What follows belongs to an exercise in optimizing a design on an open flow for a short achievable clock period and few clock cycles per item; a production flow would make more cautious choices.
The RTL was checked by simulation tests, not by an equivalence proof against the original design.
Power figures rest on the tool's default switching activity, not on a simulated workload.

<file path="config.mk">
export PLATFORM = sky130hd
export DESIGN_NAME = cpu
export DESIGN_NICKNAME = cpu
export VERILOG_FILES = /design/flow/design.v
export SDC_FILE = /design/flow/constraint.sdc
export NUM_CORES = 4
export LEC_CHECK = 0
export CAP_MARGIN = 20
export CORE_MARGIN = 2
export CORE_UTILIZATION = 40
export PLACE_DENSITY = 0.6
export SLEW_MARGIN = 20
</file>
<file path="constraint.sdc">
create_clock -name core_clock -period 10.0 [get_ports {clk}]
set_input_delay 2.0000 -clock core_clock [delete_from_list [all_inputs] [get_ports {clk}]]
set_output_delay 2.0000 -clock core_clock [all_outputs]
set_load 0.01 [all_outputs]
</file>
<file path="design.v">
package rv32i_types;
    typedef enum logic {
        rs1_out = 1'b0,
        pc_out  = 1'b1
    } alu_m1_sel_t;
    typedef struct packed {
        logic   [31:0]      pc;
        logic   [31:0]      pc_next;
        logic   [31:0]      imem_addr;
        logic               req_imem_resp;
        logic               bubble;
    } if_id_reg_t;
    typedef struct packed {
        logic   [31:0]      inst;
        logic   [31:0]      pc;
        logic   [31:0]      pc_next;
        logic   [31:0]      imem_addr;
        logic   [2:0]       funct3;
        logic   [6:0]       funct7;
        logic   [6:0]       opcode;
        logic   [31:0]      i_imm;
        logic   [31:0]      s_imm;
        logic   [31:0]      b_imm;
        logic   [31:0]      u_imm;
        logic   [31:0]      j_imm;
        logic   [4:0]       rs1_s;
        logic   [4:0]       rs2_s;
        logic   [4:0]       rd_s;
        logic               bubble;
    } id_ex_reg_t;
    typedef struct packed {
        logic   [31:0]      inst;
        logic   [31:0]      pc;
        logic   [31:0]      pc_next;
        logic   [31:0]      imem_addr;
        logic   [31:0]      dmem_addr;
        logic   [3:0]       dmem_rmask;
        logic   [3:0]       dmem_wmask;
        logic   [31:0]      dmem_wdata;
        logic   [1:0]       dmem_shift_bits;
        logic               req_dmem_resp;
        logic   [2:0]       funct3;
        logic   [6:0]       opcode;
        logic   [4:0]       rs1_s;
        logic   [4:0]       rs2_s;
        logic   [31:0]      rs1_v;
        logic   [31:0]      rs2_v;
        logic   [31:0]      rd_v;
        logic   [4:0]       rd_s;
        logic               regf_we;
        logic               commit;
        logic               bubble;
    } ex_mem_reg_t;
    typedef struct packed {
        logic   [31:0]      inst;
        logic   [31:0]      pc;
        logic   [31:0]      pc_next;
        logic   [63:0]      order;
        logic   [31:0]      imem_addr;
        logic   [31:0]      dmem_addr;
        logic   [3:0]       dmem_rmask;
        logic   [3:0]       dmem_wmask;
        logic   [31:0]      dmem_rdata;
        logic   [31:0]      dmem_wdata;
        logic   [4:0]       rs1_s;
        logic   [4:0]       rs2_s;
        logic   [31:0]      rs1_v;
        logic   [31:0]      rs2_v;
        logic   [31:0]      rd_v;
        logic   [4:0]       rd_s;
        logic               regf_we;
        logic               commit;
    } mem_wb_reg_t;
    typedef enum logic [6:0] {
        op_b_lui       = 7'b0110111,  
        op_b_auipc     = 7'b0010111,  
        op_b_jal       = 7'b1101111,  
        op_b_jalr      = 7'b1100111,  
        op_b_br        = 7'b1100011,  
        op_b_load      = 7'b0000011,  
        op_b_store     = 7'b0100011,  
        op_b_imm       = 7'b0010011,  
        op_b_reg       = 7'b0110011   
    } rv32i_opcode;
    typedef enum logic [2:0] {
        arith_f3_add   = 3'b000,  
        arith_f3_sll   = 3'b001,
        arith_f3_slt   = 3'b010,
        arith_f3_sltu  = 3'b011,
        arith_f3_xor   = 3'b100,
        arith_f3_sr    = 3'b101,  
        arith_f3_or    = 3'b110,
        arith_f3_and   = 3'b111
    } arith_f3_t;
    typedef enum logic [2:0] {
        load_f3_lb     = 3'b000,
        load_f3_lh     = 3'b001,
        load_f3_lw     = 3'b010,
        load_f3_lbu    = 3'b100,
        load_f3_lhu    = 3'b101
    } load_f3_t;
    typedef enum logic [2:0] {
        store_f3_sb    = 3'b000,
        store_f3_sh    = 3'b001,
        store_f3_sw    = 3'b010
    } store_f3_t;
    typedef enum logic [2:0] {
        branch_f3_beq  = 3'b000,
        branch_f3_bne  = 3'b001,
        branch_f3_blt  = 3'b100,
        branch_f3_bge  = 3'b101,
        branch_f3_bltu = 3'b110,
        branch_f3_bgeu = 3'b111
    } branch_f3_t;
    typedef enum logic [6:0] {
        base           = 7'b0000000,
        variant        = 7'b0100000
    } funct7_t;
    typedef enum logic [2:0] {
        alu_op_add     = 3'b000,
        alu_op_sll     = 3'b001,
        alu_op_sra     = 3'b010,
        alu_op_sub     = 3'b011,
        alu_op_xor     = 3'b100,
        alu_op_srl     = 3'b101,
        alu_op_or      = 3'b110,
        alu_op_and     = 3'b111
    } alu_ops;
    typedef union packed {
        logic [31:0] word;
        struct packed {
            logic [11:0] i_imm;
            logic [4:0]  rs1;
            logic [2:0]  funct3;
            logic [4:0]  rd;
            rv32i_opcode opcode;
        } i_type;
        struct packed {
            logic [6:0]  funct7;
            logic [4:0]  rs2;
            logic [4:0]  rs1;
            logic [2:0]  funct3;
            logic [4:0]  rd;
            rv32i_opcode opcode;
        } r_type;
        struct packed {
            logic [11:5] imm_s_top;
            logic [4:0]  rs2;
            logic [4:0]  rs1;
            logic [2:0]  funct3;
            logic [4:0]  imm_s_bot;
            rv32i_opcode opcode;
        } s_type;
        struct packed {
            logic [31:25]   imm_b_top;
            logic [4:0]     rs2;
            logic [4:0]     rs1;
            logic [2:0]     funct3;
            logic [11:7]    imm_b_bot;
            rv32i_opcode    opcode;
        } b_type;
        struct packed {
            logic [31:12] imm;
            logic [4:0]   rd;
            rv32i_opcode  opcode;
        } j_type;
    } instr_t;
endpackage
module regfile
(
    input   logic           clk,
    input   logic           rst,
    input   logic           regf_we,
    input   logic   [31:0]  rd_v,
    input   logic   [4:0]   rs1_s, rs2_s, rd_s,
    output  logic   [31:0]  rs1_v, rs2_v
);
    logic   [31:0]  data [32];
    always_ff @(posedge clk) begin
        if (rst) begin
            for (int i = 0; i < 32; i++) begin
                data[i] <= '0;
            end
        end else if (regf_we && (rd_s != 5'd0)) begin
            data[rd_s] <= rd_v;
        end
    end
    always_comb begin
        rs1_v <= (rs1_s != 5'd0) ? data[rs1_s] : '0;
        rs2_v <= (rs2_s != 5'd0) ? data[rs2_s] : '0;
    end
endmodule
import rv32i_types::*;
module if_stage
(
    input   logic           rst,
    input   logic   [31:0]  pc,
    output  logic   [31:0]  pc_next,
    output  rv32i_types::if_id_reg_t     if_id_reg,
    output  logic   [31:0]  imem_addr,
    output  logic   [3:0]   imem_rmask,
    input   logic           halt,
    input   logic           load_halt
);
    always_comb begin
        if_id_reg.req_imem_resp = 1'b1;
        if_id_reg.bubble = 1'b0;
        if (rst) begin
            imem_rmask = '0;
            imem_addr = 32'h1eceb000;
            pc_next = 32'h1eceb000;
            if_id_reg.imem_addr = 32'h1eceb000;
            if_id_reg.pc = 32'h1eceb000;
            if_id_reg.pc_next = 32'h1eceb000;
        end else begin
            imem_rmask = 4'b1111;
            imem_addr = (halt || load_halt) ? pc - 4: pc;
            pc_next = pc + 4;
            if_id_reg.imem_addr = imem_addr;
            if_id_reg.pc = pc;
            if_id_reg.pc_next = pc_next;
        end
    end
endmodule
import rv32i_types::*;
module id_stage
(
    input   rv32i_types::if_id_reg_t     if_id_reg,
    output  rv32i_types::id_ex_reg_t     id_ex_reg,
    input   logic   [31:0]  imem_rdata,
    input   logic           imem_resp,
    output  logic           imem_halt,
    input   logic           flush
);
    logic   [31:0]  inst;
    always_comb begin
        id_ex_reg.bubble = if_id_reg.bubble;
        imem_halt = 1'b0;
        if (if_id_reg.req_imem_resp && imem_resp == 1'b0) begin
            id_ex_reg.bubble = 1'b1;
            imem_halt = 1'b1;
        end
        inst             = imem_resp ? imem_rdata : 0;
        id_ex_reg.funct3 = inst[14:12];
        id_ex_reg.funct7 = inst[31:25];
        id_ex_reg.opcode = inst[6:0];
        id_ex_reg.i_imm  = {{21{inst[31]}}, inst[30:20]};
        id_ex_reg.s_imm  = {{21{inst[31]}}, inst[30:25], inst[11:7]};
        id_ex_reg.b_imm  = {{20{inst[31]}}, inst[7], inst[30:25], inst[11:8], 1'b0};
        id_ex_reg.u_imm  = {inst[31:12], 12'h000};
        id_ex_reg.j_imm  = {{12{inst[31]}}, inst[19:12], inst[20], inst[30:21], 1'b0};
        id_ex_reg.rs1_s  = inst[19:15];
        id_ex_reg.rs2_s  = inst[24:20];
        id_ex_reg.rd_s   = inst[11:7];
        id_ex_reg.inst      = inst;
        id_ex_reg.pc        = if_id_reg.pc;
        id_ex_reg.pc_next   = if_id_reg.pc_next;
        id_ex_reg.imem_addr = if_id_reg.imem_addr;
        if (flush == 1) begin
            id_ex_reg = '0;
            id_ex_reg.bubble = '1;
        end
    end
endmodule
import rv32i_types::*;
module ex_stage
(
    input   rv32i_types::id_ex_reg_t     id_ex_reg,
    output  rv32i_types::ex_mem_reg_t    ex_mem_reg,
    input   rv32i_types::ex_mem_reg_t    forward_ex_mem_reg,
    input   rv32i_types::mem_wb_reg_t    forward_mem_wb_reg,
    input   logic   [31:0]  rs1_v,
    input   logic   [31:0]  rs2_v,
    output  logic   [31:0]  dmem_addr,
    output  logic   [3:0]   dmem_rmask,
    output  logic   [3:0]   dmem_wmask,
    output  logic   [31:0]  dmem_wdata,
    output  logic           branch_select,
    output  logic   [31:0]  branch_pc,
    input   logic           load_halt
);
    logic          [31:0] a;
    logic          [31:0] b;
    logic          [31:0] a_out;
    logic          [31:0] b_out;
    logic signed   [31:0] as;
    logic signed   [31:0] bs;
    logic unsigned [31:0] au;
    logic unsigned [31:0] bu;
    logic          [31:0] aluout;
    logic          [2:0]  aluop;
    logic                 br_en;
    logic          [2:0]  cmpop;
    assign as =   signed'(a);
    assign bs =   signed'(b);
    assign au = unsigned'(a);
    assign bu = unsigned'(b);
    always_comb begin
        if (forward_ex_mem_reg.regf_we && (forward_ex_mem_reg.rd_s != 0) && (forward_ex_mem_reg.rd_s == id_ex_reg.rs1_s)) begin
            a_out = forward_ex_mem_reg.rd_v;
        end else if (forward_mem_wb_reg.regf_we && (forward_mem_wb_reg.rd_s != 0) && (forward_mem_wb_reg.rd_s == id_ex_reg.rs1_s)) begin
            a_out = forward_mem_wb_reg.rd_v;
        end else begin
            a_out = rs1_v;
        end
        if (forward_ex_mem_reg.regf_we && (forward_ex_mem_reg.rd_s != 0) && (forward_ex_mem_reg.rd_s == id_ex_reg.rs2_s)) begin
            b_out = forward_ex_mem_reg.rd_v;
        end else if (forward_mem_wb_reg.regf_we && (forward_mem_wb_reg.rd_s != 0) && (forward_mem_wb_reg.rd_s == id_ex_reg.rs2_s)) begin
            b_out = forward_mem_wb_reg.rd_v;
        end else begin
            b_out = rs2_v;
        end
        ex_mem_reg.rs1_v = a_out;
        ex_mem_reg.rs2_v = b_out;
    end
    always_comb begin
        unique case (aluop)
            alu_op_add: aluout = au + bu;
            alu_op_sll: aluout = au <<  bu[4:0];
            alu_op_sra: aluout = unsigned'(as >>> bu[4:0]);
            alu_op_sub: aluout = au -   bu;
            alu_op_xor: aluout = au ^   bu;
            alu_op_srl: aluout = au >>  bu[4:0];
            alu_op_or : aluout = au |   bu;
            alu_op_and: aluout = au &   bu;
            default   : aluout = 'x;
        endcase
    end
    always_comb begin
        unique case (cmpop)
            branch_f3_beq : br_en = (au == bu);
            branch_f3_bne : br_en = (au != bu);
            branch_f3_blt : br_en = (as <  bs);
            branch_f3_bge : br_en = (as >=  bs);
            branch_f3_bltu: br_en = (au <  bu);
            branch_f3_bgeu: br_en = (au >=  bu);
            default       : br_en = 1'bx;
        endcase
    end
    always_comb begin
        ex_mem_reg.pc      = id_ex_reg.pc;
        ex_mem_reg.inst    = id_ex_reg.inst;
        ex_mem_reg.rd_s    = id_ex_reg.rd_s;
        ex_mem_reg.funct3     = id_ex_reg.funct3;
        ex_mem_reg.opcode     = id_ex_reg.opcode;
        ex_mem_reg.imem_addr  = id_ex_reg.imem_addr;
        ex_mem_reg.bubble     = id_ex_reg.bubble;
    end
    always_comb begin
        dmem_addr  = '0;
        dmem_rmask = '0;
        dmem_wmask = '0;
        dmem_wdata = '0;
        ex_mem_reg.rd_v = '0;
        ex_mem_reg.regf_we = '0;
        ex_mem_reg.commit = '0;
        a          = 'x;
        b          = 'x;
        aluop      = 'x;
        cmpop      = 'x;
        ex_mem_reg.rs1_s = id_ex_reg.rs1_s;
        ex_mem_reg.rs2_s = id_ex_reg.rs2_s;
        ex_mem_reg.req_dmem_resp = '0;
        ex_mem_reg.dmem_shift_bits = 2'b0;
        ex_mem_reg.pc_next = id_ex_reg.pc_next;
        branch_select = '0;
        branch_pc = '0;
        if (id_ex_reg.bubble != 1 && load_halt != 1) begin
            case (id_ex_reg.opcode)
                op_b_lui: begin
                    ex_mem_reg.rd_v = id_ex_reg.u_imm;
                    ex_mem_reg.regf_we = 1'b1;
                    ex_mem_reg.commit = 1'b1;
                    ex_mem_reg.rs1_s = '0;
                    ex_mem_reg.rs2_s = '0;
                end
                op_b_auipc: begin
                    ex_mem_reg.rd_v = id_ex_reg.pc + id_ex_reg.u_imm;
                    ex_mem_reg.regf_we = 1'b1;
                    ex_mem_reg.commit = 1'b1;
                    ex_mem_reg.rs1_s = '0;
                    ex_mem_reg.rs2_s = '0;
                end
                op_b_jal: begin
                    ex_mem_reg.rd_v = id_ex_reg.pc + 'd4;
                    ex_mem_reg.regf_we = 1'b1;
                    ex_mem_reg.pc_next = id_ex_reg.pc + id_ex_reg.j_imm;
                    ex_mem_reg.commit = 1'b1;
                    branch_select = '1;
                    branch_pc = ex_mem_reg.pc_next;
                    ex_mem_reg.rs1_s = '0;
                    ex_mem_reg.rs2_s = '0;
                end
                op_b_jalr: begin
                    ex_mem_reg.rd_v = id_ex_reg.pc + 'd4;
                    ex_mem_reg.regf_we = 1'b1;
                    ex_mem_reg.pc_next = (a_out + id_ex_reg.i_imm) & 32'hfffffffe;
                    ex_mem_reg.commit = 1'b1;
                    branch_select = '1;
                    branch_pc = ex_mem_reg.pc_next;
                    ex_mem_reg.rs2_s = '0;
                end
                op_b_br: begin
                    cmpop = id_ex_reg.funct3;
                    a = a_out;
                    b = b_out;
                    if (br_en) begin
                        ex_mem_reg.pc_next = id_ex_reg.pc + id_ex_reg.b_imm;
                        branch_select = '1;
                        branch_pc = ex_mem_reg.pc_next;
                    end else begin
                        ex_mem_reg.pc_next = id_ex_reg.pc + 'd4;
                    end
                    ex_mem_reg.commit = 1'b1;
                end
                op_b_load: begin
                    dmem_addr = a_out + id_ex_reg.i_imm;
                    unique case (id_ex_reg.funct3)
                        load_f3_lb, load_f3_lbu: dmem_rmask = 4'b0001 << dmem_addr[1:0];
                        load_f3_lh, load_f3_lhu: dmem_rmask = 4'b0011 << dmem_addr[1:0];
                        load_f3_lw             : dmem_rmask = 4'b1111;
                        default                : dmem_rmask = 'x;
                    endcase
                    ex_mem_reg.dmem_shift_bits = dmem_addr[1:0];
                    dmem_addr[1:0] = 2'd0;
                    ex_mem_reg.req_dmem_resp = 1'b1;
                    ex_mem_reg.rs2_s = '0;
                end
                op_b_store: begin
                    dmem_addr = a_out + id_ex_reg.s_imm;
                    unique case (id_ex_reg.funct3)
                        store_f3_sb: dmem_wmask = 4'b0001 << dmem_addr[1:0];
                        store_f3_sh: dmem_wmask = 4'b0011 << dmem_addr[1:0];
                        store_f3_sw: dmem_wmask = 4'b1111;
                        default    : dmem_wmask = 'x;
                    endcase
                    unique case (id_ex_reg.funct3)
                        store_f3_sb: dmem_wdata[8 *dmem_addr[1:0] +: 8 ] = b_out[7 :0];
                        store_f3_sh: dmem_wdata[16*dmem_addr[1]   +: 16] = b_out[15:0];
                        store_f3_sw: dmem_wdata = b_out;
                        default    : dmem_wdata = 'x;
                    endcase
                    ex_mem_reg.dmem_shift_bits = dmem_addr[1:0];
                    dmem_addr[1:0] = 2'd0;
                    ex_mem_reg.req_dmem_resp = 1'b1;
                end
                op_b_imm: begin
                    a = a_out;
                    b = id_ex_reg.i_imm;
                    unique case (id_ex_reg.funct3)
                        arith_f3_slt: begin
                            cmpop = branch_f3_blt;
                            ex_mem_reg.rd_v = {31'd0, br_en};
                        end
                        arith_f3_sltu: begin
                            cmpop = branch_f3_bltu;
                            ex_mem_reg.rd_v = {31'd0, br_en};
                        end
                        arith_f3_sr: begin
                            if (id_ex_reg.funct7[5]) begin
                                aluop = alu_op_sra;
                            end else begin
                                aluop = alu_op_srl;
                            end
                            ex_mem_reg.rd_v = aluout;
                        end
                        default: begin
                            aluop = id_ex_reg.funct3;
                            ex_mem_reg.rd_v = aluout;
                        end
                    endcase
                    ex_mem_reg.regf_we = 1'b1;
                    ex_mem_reg.commit = 1'b1;
                    ex_mem_reg.rs2_s = '0;
                end
                op_b_reg: begin
                    a = a_out;
                    b = b_out;
                    unique case (id_ex_reg.funct3)
                        arith_f3_slt: begin
                            cmpop = branch_f3_blt;
                            ex_mem_reg.rd_v = {31'd0, br_en};
                        end
                        arith_f3_sltu: begin
                            cmpop = branch_f3_bltu;
                            ex_mem_reg.rd_v = {31'd0, br_en};
                        end
                        arith_f3_sr: begin
                            if (id_ex_reg.funct7[5]) begin
                                aluop = alu_op_sra;
                            end else begin
                                aluop = alu_op_srl;
                            end
                            ex_mem_reg.rd_v = aluout;
                        end
                        arith_f3_add: begin
                            if (id_ex_reg.funct7[5]) begin
                                aluop = alu_op_sub;
                            end else begin
                                aluop = alu_op_add;
                            end
                            ex_mem_reg.rd_v = aluout;
                        end
                        default: begin
                            aluop = id_ex_reg.funct3;
                            ex_mem_reg.rd_v = aluout;
                        end
                    endcase
                    ex_mem_reg.regf_we = 1'b1;
                    ex_mem_reg.commit = 1'b1;
                end
            endcase
        end
        ex_mem_reg.dmem_addr  = dmem_addr;
        ex_mem_reg.dmem_rmask = dmem_rmask;
        ex_mem_reg.dmem_wmask = dmem_wmask;
        ex_mem_reg.dmem_wdata = dmem_wdata;
    end
endmodule
import rv32i_types::*;
module mem_stage
(
    input   logic           rst,
    input   rv32i_types::id_ex_reg_t     forward_id_ex_reg,
    input   rv32i_types::ex_mem_reg_t    ex_mem_reg,
    output  rv32i_types::mem_wb_reg_t    mem_wb_reg,
    input   logic   [63:0]  order,
    output  logic           increment,
    input   logic   [31:0]  dmem_rdata,
    input   logic           dmem_resp,
    output  logic           halt,
    output  logic           load_halt,
    input   logic           override_halt,
    input   logic   [63:0]  prev_commited_order,
    output  logic   [63:0]  commited_order
);
    always_comb begin
        mem_wb_reg.pc      = ex_mem_reg.pc;
        mem_wb_reg.pc_next = ex_mem_reg.pc_next;
        mem_wb_reg.inst    = ex_mem_reg.inst;
        mem_wb_reg.order   = order;
        mem_wb_reg.rd_s    = ex_mem_reg.rd_s;
        mem_wb_reg.imem_addr = ex_mem_reg.imem_addr;
        mem_wb_reg.rs1_s     = ex_mem_reg.rs1_s;
        mem_wb_reg.rs2_s     = ex_mem_reg.rs2_s;
        mem_wb_reg.rs1_v     = ex_mem_reg.rs1_v;
        mem_wb_reg.rs2_v     = ex_mem_reg.rs2_v;
        mem_wb_reg.dmem_addr  = ex_mem_reg.dmem_addr;
        mem_wb_reg.dmem_rmask = ex_mem_reg.dmem_rmask;
        mem_wb_reg.dmem_wmask = ex_mem_reg.dmem_wmask;
        mem_wb_reg.dmem_rdata = dmem_rdata;
        mem_wb_reg.dmem_wdata = ex_mem_reg.dmem_wdata;
    end
    always_comb begin
        if (rst) begin
            mem_wb_reg.commit = 1'b0;
        end
        load_halt = '0;
        mem_wb_reg.rd_v = ex_mem_reg.rd_v;
        mem_wb_reg.commit = ex_mem_reg.commit;
        mem_wb_reg.regf_we = ex_mem_reg.regf_we;
        if (ex_mem_reg.bubble == '0) begin
            if (dmem_resp && ex_mem_reg.opcode == op_b_load) begin
                mem_wb_reg.regf_we = 1'b1;
                unique case (ex_mem_reg.funct3)
                    load_f3_lb : mem_wb_reg.rd_v = {{24{dmem_rdata[7 +8 *ex_mem_reg.dmem_shift_bits]}}, dmem_rdata[8 *ex_mem_reg.dmem_shift_bits +: 8 ]};
                    load_f3_lbu: mem_wb_reg.rd_v = {{24{1'b0}}                                        , dmem_rdata[8 *ex_mem_reg.dmem_shift_bits +: 8 ]};
                    load_f3_lh : mem_wb_reg.rd_v = {{16{dmem_rdata[15+16*ex_mem_reg.dmem_shift_bits[1]  ]}}, dmem_rdata[16*ex_mem_reg.dmem_shift_bits[1]   +: 16]};
                    load_f3_lhu: mem_wb_reg.rd_v = {{16{1'b0}}                                        , dmem_rdata[16*ex_mem_reg.dmem_shift_bits[1]   +: 16]};
                    load_f3_lw : mem_wb_reg.rd_v = dmem_rdata;
                    default    : mem_wb_reg.rd_v = 'x;
                endcase
                mem_wb_reg.commit = 1'b1;
                increment = '1;
                if (forward_id_ex_reg.rs1_s == ex_mem_reg.rd_s || forward_id_ex_reg.rs2_s == ex_mem_reg.rd_s) begin
                    load_halt = '1;
                end
            end else if (dmem_resp && ex_mem_reg.opcode == op_b_store) begin
                mem_wb_reg.commit = 1'b1;
                increment = '1;
            end else begin
                increment = ex_mem_reg.commit ? '1 : '0;
            end
        end else begin
            mem_wb_reg.regf_we = '0;
            mem_wb_reg.rd_v = '0;
            increment = '0;
            mem_wb_reg.commit = '0;
        end 
        commited_order = 'x;
        if (mem_wb_reg.commit) begin
            commited_order = order;
        end
        if (prev_commited_order == order) begin
            mem_wb_reg.commit = '0;
        end
        halt = 1'b0;
        if (ex_mem_reg.req_dmem_resp && dmem_resp == 1'b0 && override_halt == 0) begin
            halt = 1'b1;
        end
    end
endmodule
import rv32i_types::*;
module wb_stage
(
    input   rv32i_types::mem_wb_reg_t    mem_wb_reg,
    output  logic           wb_worked
);
    logic           monitor_valid;
    logic   [63:0]  monitor_order;
    logic   [31:0]  monitor_inst;
    logic   [4:0]   monitor_rs1_addr;
    logic   [4:0]   monitor_rs2_addr;
    logic   [31:0]  monitor_rs1_rdata;
    logic   [31:0]  monitor_rs2_rdata;
    logic           monitor_regf_we;
    logic   [4:0]   monitor_rd_addr;
    logic   [31:0]  monitor_rd_wdata;
    logic   [31:0]  monitor_pc_rdata;
    logic   [31:0]  monitor_pc_wdata;
    logic   [31:0]  monitor_mem_addr;
    logic   [3:0]   monitor_mem_rmask;
    logic   [3:0]   monitor_mem_wmask;
    logic   [31:0]  monitor_mem_rdata;
    logic   [31:0]  monitor_mem_wdata;
    assign monitor_valid = mem_wb_reg.commit;
    assign monitor_order = mem_wb_reg.order;
    assign monitor_inst = mem_wb_reg.inst;
    assign monitor_rs1_addr = mem_wb_reg.rs1_s;
    assign monitor_rs2_addr = mem_wb_reg.rs2_s;
    assign monitor_rs1_rdata = mem_wb_reg.rs1_v;
    assign monitor_rs2_rdata = mem_wb_reg.rs2_v;
    assign monitor_rd_addr = (mem_wb_reg.regf_we == 0) ? '0 : mem_wb_reg.rd_s;
    assign monitor_rd_wdata = mem_wb_reg.rd_v;
    assign monitor_pc_rdata = mem_wb_reg.pc;
    assign monitor_pc_wdata = mem_wb_reg.pc_next;
    assign monitor_mem_addr = mem_wb_reg.dmem_addr;
    assign monitor_mem_rmask = mem_wb_reg.dmem_rmask;
    assign monitor_mem_wmask = mem_wb_reg.dmem_wmask;
    assign monitor_mem_rdata = mem_wb_reg.dmem_rdata;
    assign monitor_mem_wdata = mem_wb_reg.dmem_wdata;
    assign wb_worked = '1;
endmodule
import rv32i_types::*;
module cpu
(
    input   logic           clk,
    input   logic           rst,
    output  logic   [31:0]  imem_addr,
    output  logic   [3:0]   imem_rmask,
    input   logic   [31:0]  imem_rdata,
    input   logic           imem_resp,
    output  logic   [31:0]  dmem_addr,
    output  logic   [3:0]   dmem_rmask,
    output  logic   [3:0]   dmem_wmask,
    input   logic   [31:0]  dmem_rdata,
    output  logic   [31:0]  dmem_wdata,
    input   logic           dmem_resp
);
    logic   [63:0]  order;
    logic   [31:0]  pc;
    logic   [31:0]  pc_next;
    logic   [31:0]  rs1_v;
    logic   [31:0]  rs2_v;
    logic           increment;
    logic           imem_halt;
    logic           halt;
    logic           load_halt;
    logic           override_halt;
    logic           branch_select;
    logic   [31:0]  branch_pc;
    logic           flush_special;
    logic   [63:0]  prev_commited_order;
    logic   [63:0]  commited_order;
    logic           wb_worked;
    rv32i_types::if_id_reg_t     if_id_reg,  if_id_reg_next;
    rv32i_types::id_ex_reg_t     id_ex_reg,  id_ex_reg_next;
    rv32i_types::ex_mem_reg_t    ex_mem_reg, ex_mem_reg_next;
    rv32i_types::mem_wb_reg_t    mem_wb_reg,  mem_wb_reg_next;
    always_ff @(posedge clk) begin
        if (rst) begin
            pc <= 32'h1eceb000;
            order <= 64'b0;
            ex_mem_reg.commit <= '0;
            mem_wb_reg.commit <= '0;
            if_id_reg  <= '0;
            if_id_reg.bubble <= '1;
            id_ex_reg  <= '0;
            id_ex_reg.bubble <= '1;
            ex_mem_reg <= '0;
            ex_mem_reg.bubble <= '1;
            mem_wb_reg <= '0;
            prev_commited_order <= '0;
            flush_special <= '0;
            override_halt <= '0;
        end else begin
            override_halt <= '0;
            prev_commited_order <= commited_order;
            if (halt) begin
                if_id_reg  <= if_id_reg;
                id_ex_reg  <= id_ex_reg;
                ex_mem_reg <= ex_mem_reg;
                mem_wb_reg <= mem_wb_reg_next;
                pc <= pc;
                order <= order;
            end else if (load_halt) begin
                if_id_reg         <= if_id_reg;
                id_ex_reg         <= id_ex_reg;
                ex_mem_reg.bubble <= '1;
                override_halt     <= dmem_resp ? '1 : override_halt;
                mem_wb_reg        <= mem_wb_reg_next;
                pc                <= pc;
                order <= increment ? order + 64'b1 : order;
            end else if (imem_halt) begin
                if_id_reg.bubble        <= branch_select ? '1 : if_id_reg.bubble;
                if_id_reg.req_imem_resp <= branch_select ? '1 : if_id_reg.req_imem_resp;
                id_ex_reg               <= id_ex_reg_next;
                id_ex_reg.bubble        <= branch_select ? '1 : id_ex_reg_next.bubble;
                ex_mem_reg              <= ex_mem_reg_next;
                mem_wb_reg              <= mem_wb_reg_next;
                pc                      <= branch_select ? branch_pc : pc;
                order                   <= increment     ? order + 64'b1 : order;
                flush_special <= branch_select ? '1 : '0;
            end else begin
                if_id_reg               <= branch_select ? '0 : if_id_reg_next;
                if_id_reg.bubble        <= branch_select ? '1 : if_id_reg_next.bubble;
                if_id_reg.req_imem_resp <= branch_select ? '1 : if_id_reg_next.req_imem_resp;
                id_ex_reg               <= branch_select ? '0 : id_ex_reg_next;
                id_ex_reg.bubble        <= branch_select ? '1 : id_ex_reg_next.bubble;
                ex_mem_reg              <= ex_mem_reg_next;
                mem_wb_reg              <= mem_wb_reg_next;
                pc                      <= branch_select ? branch_pc : pc_next;
                order                   <= increment     ? order + 64'b1 : order;
                flush_special <= branch_select ? '1 : '0;
            end
        end
    end
    if_stage if_stage_i (
        .rst(rst),
        .pc(pc),
        .pc_next(pc_next),
        .if_id_reg(if_id_reg_next),
        .imem_addr(imem_addr),
        .imem_rmask(imem_rmask),
        .halt(halt),
        .load_halt(load_halt)
    );
    id_stage id_stage_i (
        .if_id_reg(if_id_reg),
        .id_ex_reg(id_ex_reg_next),
        .imem_rdata(imem_rdata),
        .imem_resp(imem_resp),
        .imem_halt(imem_halt),
        .flush(flush_special)
    );
    regfile regfile_i (
        .clk(clk),
        .rst(rst),
        .regf_we(mem_wb_reg.regf_we),
        .rd_v(mem_wb_reg.rd_v),
        .rs1_s(id_ex_reg.rs1_s),
        .rs2_s(id_ex_reg.rs2_s),
        .rd_s(mem_wb_reg.rd_s),
        .rs1_v(rs1_v),
        .rs2_v(rs2_v)
    );
    ex_stage ex_stage_i (
        .id_ex_reg(id_ex_reg),
        .ex_mem_reg(ex_mem_reg_next),
        .forward_ex_mem_reg(ex_mem_reg),
        .forward_mem_wb_reg(mem_wb_reg),
        .rs1_v(rs1_v),
        .rs2_v(rs2_v),
        .dmem_addr(dmem_addr),
        .dmem_rmask(dmem_rmask),
        .dmem_wmask(dmem_wmask),
        .dmem_wdata(dmem_wdata),
        .branch_select(branch_select),
        .branch_pc(branch_pc),
        .load_halt(load_halt)
    );
    mem_stage mem_stage_i (
        .rst(rst),
        .forward_id_ex_reg(id_ex_reg),
        .ex_mem_reg(ex_mem_reg),
        .mem_wb_reg(mem_wb_reg_next),
        .order(order),
        .increment(increment),
        .dmem_rdata(dmem_rdata),
        .dmem_resp(dmem_resp),
        .halt(halt),
        .load_halt(load_halt),
        .override_halt(override_halt),
        .prev_commited_order(prev_commited_order),
        .commited_order(commited_order)
    );
    wb_stage wb_stage_i (
        .mem_wb_reg(mem_wb_reg),
        .wb_worked(wb_worked)
    );
endmodule
</file>
<file path="run.sh">
#!/bin/bash
# synth_recipe.tcl (not shown) runs the flow's synth.tcl, then flattens the netlist and writes it again
# the make line also repeats each setting of config.mk as NAME=value (left out here)
make -C /OpenROAD-flow-scripts/flow DESIGN_CONFIG=/design/flow/config.mk WORK_HOME=/design/flow/orfs CLKGATE_MAP_FILE= SYNTH_SCRIPT=/design/flow/synth_recipe.tcl finish
</file>
==> summary.md <==
| Metric | Value |
|---|---|
| Seq pwr share | 0.433 |
| DR WL/cell | 36.1 µm |
| Sequential cell area fraction in the yosys report | 0.424 |
| Post-Synthesis Cells | 7614 |
| Comb pwr share | 0.172 |
| Worst min path class | reg2reg |
| Number of flops mapped to enable cells by yosys | 1024 |
| Final setup TNS | 0 ns |
| Period utilization | 0.964 |
| Crit Path Max Fanout | 35 |
| Clock power share | 0.396 |
| Worst Setup Path Type | reg2out |
| Crit start category | flip-flop |
| Grt total ovfl | 0 |
| Layout Utilization | 0.450 |
| Leakage | 32.8 nW |
| Clock Skews | 0.103 ns |
| # H-tree levels | 4 |
| Post-Syn Area per Cell | 11.0 µm² |
| Post-Syn Area | 0.0836 mm² |
| Hold_buf cts | 0 |
| PortBufs | 173 |
| Die ar. | 0.213 mm² |
| Fin crit period | 9.64 ns |
| Fin nets | 7758 |
| Die Span Y | 461 µm |
| Clock-pin slew on the worst setup and hold paths | 0.06 ns |
| Switching share of power | 0.296 |
| Post-DP HPWL | 248000 µm |
| Via count | 69.6k |
| CTS sink cnt | 1257 |
| Largest net degree at the start of global routing | 136 |
| Sw Pwr | 0.00409 W |
| Int Power | 0.00971 W |
| Clk latency of the worst-skew pair | 0.85 ns |
| YS warnings | 6 |
| Syn-to-layout area delta | 11.8% |
| DRC violations left | 0 |
| Relative slew slack | 0.0781 |
| WL final | 376000 µm |
| IO Count | 176 |
| Status | timing/DRC/antenna clean |
| Setup violations, final | 0 |
| CP Data Required Time | 8.00 ns |
| Max Slew Vio Count | 0 |
| Initial antenna violation count | 34 |
| GPL Wtd Cong | 1.07 |
| Via density | 6.68 |
| CTS tree | yes |
| RSZ-0062 raised after global routing | false |
| CTS max path bufs | 3 |
| Starting Density | 0.403 |
| Fin. Hold Viols | 0 |
| First-pass GRT wire length | 521000 µm |
| Pre-CTS WS | 1.27 ns |
| Unique masters post-synth | 105 |
| Core ar. | 0.207 mm² |
| Worst Tran Pin Value | 1.38 ns |
| Max_cap viols | 0 |
| Drt pass-1 iters | 9 |
| Vias in the first global route | 65.9k |
| 1st-iter DRT viols | 11.2k |
| Fill cells | 19.1k |
| Peak VDD IR | 0.154 mV |
| ANT nets after route | 0 |
| GRT Util Overall | 0.348 |
| Element type at the critical path end | output port |
| Max reg flops | 1024 |
| Cell row count | 167 |
| P per Cell Area | 148 mW/mm² |
| Top_reg_cell synth | edfxtp_1 |
| Async SR Flop Fraction | 0 |
| Die extent in x | 461 µm |
| CP Data Arrival Time | 7.64 ns |
| CTS Buf Count | 146 |
| Synth Register Bits | 1257 |
| Maximum clock rate | 0.104 GHz |
| Post-route setup slack | 0.361 ns |
| Root buf cell | clkbuf_16 |
| Share of cells above drive strength 1 | 0.174 |
-- synth_stat cells, drive strengths merged (54+ instances only) --
master,n,area (µm²)
nand2,405,1520
a221oi,71,622
xnor2,148,1300
nor2,593,2300
nor3,75,385
mux4,549,12400
a21o,77,578
buf,253,1540
a22oi,114,1010
xor2,66,578
clkbuf,520,1950
ha,191,2390
o22ai,72,450
o21ai,360,1810
edfxtp,1024,30700
nor2b,61,382
dfxtp,233,4660
inv,143,537
nand3,145,726
a21oi,433,2180
a211oi,74,561
and2,1013,6340
mux2i,249,2490
mux2,54,608
-- worst max-delay path, stage by stage (launching register included) --
cell and delay, ns:
dfxtp_4 0.77, buf_4 0.46, mux4_2 0.29, mux2i_1 0.08, mux2i_1 0.98, a221oi_1 0.19, a21oi_1 0.20, buf_4 0.27
inv_1 0.16, fa_1 0.70, ha_1 0.34, or4_1 0.70, nand2b_1 0.23, a21oi_1 0.65, clkdlybuf4s50_1 0.68
-- final cells by class --
class,count,area (µm²),share of cell area
multi-input combinational,5470,44900,0.480
antenna,26,65.1,0.000697
timing repair buffer,470,4180,0.0447
tap,2788,3490,0.0373
clock buffer,186,3860,0.0414
sequential,1257,35500,0.380
inverter,147,554,0.00593
clock inverter,85,937,0.0100
-- logic make-up after synthesis --
| family | count (synthesis) | synth area share |
|---|---|---|
| AOI/OAI and AO/OA | 1637 | 0.131 |
| muxes | 852 | 0.185 |
| DFF | 1257 | 0.424 |
| and+or+nand+nor | 2535 | 0.159 |
| xor gates and xnor gates | 214 | 0.0224 |
| adders and majority gates | 198 | 0.0303 |
| buffers and inverters | 920 | 0.0484 |
| other | 1 | 0.0000449 |
-- cell usage in the layout, fill, tap and decap left out, types with 33 or more instances in the layout --
| cell type | count |
|---|---|
| edfxtp_1 | 1024 |
| and2_1 | 1013 |
| mux4_2 | 549 |
| nor2_1 | 525 |
| a21oi_1 | 425 |
| nand2_1 | 402 |
| o21ai_0 | 322 |
| buf_4 | 275 |
| mux2i_1 | 249 |
| dfxtp_1 | 218 |
| ha_1 | 191 |
| clkdlybuf4s50_1 | 172 |
| xnor2_1 | 148 |
| clkbuf_16 | 146 |
| nand3_1 | 145 |
| inv_1 | 138 |
| a22oi_1 | 84 |
| a21o_1 | 77 |
| a211oi_1 | 72 |
| o22ai_1 | 72 |
| a221oi_1 | 71 |
| nor3_1 | 69 |
| xor2_1 | 66 |
| nor2b_1 | 61 |
| mux2_2 | 54 |
| nor2_2 | 52 |
| a31oi_1 | 46 |
| a221o_1 | 40 |
| or3_1 | 38 |
| and3_1 | 38 |
| o211ai_1 | 36 |
| a211o_1 | 35 |
| conb_1 | 34 |
| clkbuf_1 | 34 |
| nand2b_1 | 33 |
| nand4_1 | 33 |
| nor4_1 | 33 |
-- power by group through the flow --
stage / Sequential [W] / Combinational, W / Clock (W)
floorplan: 0.00600 / 0.00138 / 0
global placement: 0.00606 / 0.00224 / 0
detailed placement: 0.00607 / 0.00224 / 0
CTS: 0.00596 / 0.00225 / 0.00549
global route: 0.00598 / 0.00242 / 0.00570
finish: 0.00597 / 0.00237 / 0.00546
-- path summary, 6_finish.rpt --
kind	start	to	slack, ns	depth (start not counted)
min reg2reg	if_id_reg[88]$_SDFFE_PP0P_	if_id_reg[88]$_SDFFE_PP0P_	0.45	2
max reg2reg	flip-flop	flip-flop	1.40	24
min	if_id_reg[88]$_SDFFE_PP0P_	if_id_reg[88]$_SDFFE_PP0P_	0.45	2
max	flip-flop	dmem_wdata[27]	0.36	14
-- per-layer routing --
metal	wire (µm)	vias up	track usage
li1	-	28300	-
met1	136000	34900	0.431
met2	164000	5201	0.518
met3	44200	1250	0.103
met4	31500	28	0.249
met5	285	-	0.00482
-- metrics by stage --
stage	std cells	area [µm²]	total power, W	hold WS, ns
6_report	10400	93400	0.0138	0.452
5_1_grt	10400	93400	0.0141	0.471
4_1_cts	10400	93200	0.0137	0.454
3_5_place_dp	10100	88400	0.00832	0.447
3_3_place_gp	10100	88400	0.00830	0.437
2_1_floorplan	7647	83700	0.00737	0.431
-- what timing repair did --
action,in CTS,in global routing
setup buffers,0,1
setup endpoints to repair,0,1
gates resized for setup,0,0
Testbench counts, summed over its fixed seeds: cycles 22,556, instrs 18,821.

[port drivers added, routing unchanged]
The results above use ideal ports. As a check the final layout listed here was re-extracted and re-timed, cells and wires unchanged. Step 1 sets driving cells, clkbuf_16 on the clock port and buf_2 on the other inputs (assumed; they add their load-dependent delay and slew). Step 2 also shifts input and output timing later by t, the mid clock arrival at the registers, as if the neighbouring blocks saw the same clock. a / b / c = no drivers / after step 1 / after step 2; a / b = the first two.
t (ns): 0.886
setup WS [ns]: 0.361 / 0.272 / 1.095
pins driven straight from the clock port: 1
After both steps setup and hold are still met in this run. For this run, drivers alone change the setup slack by -0.089 ns; drivers and shift together by +0.734 ns.
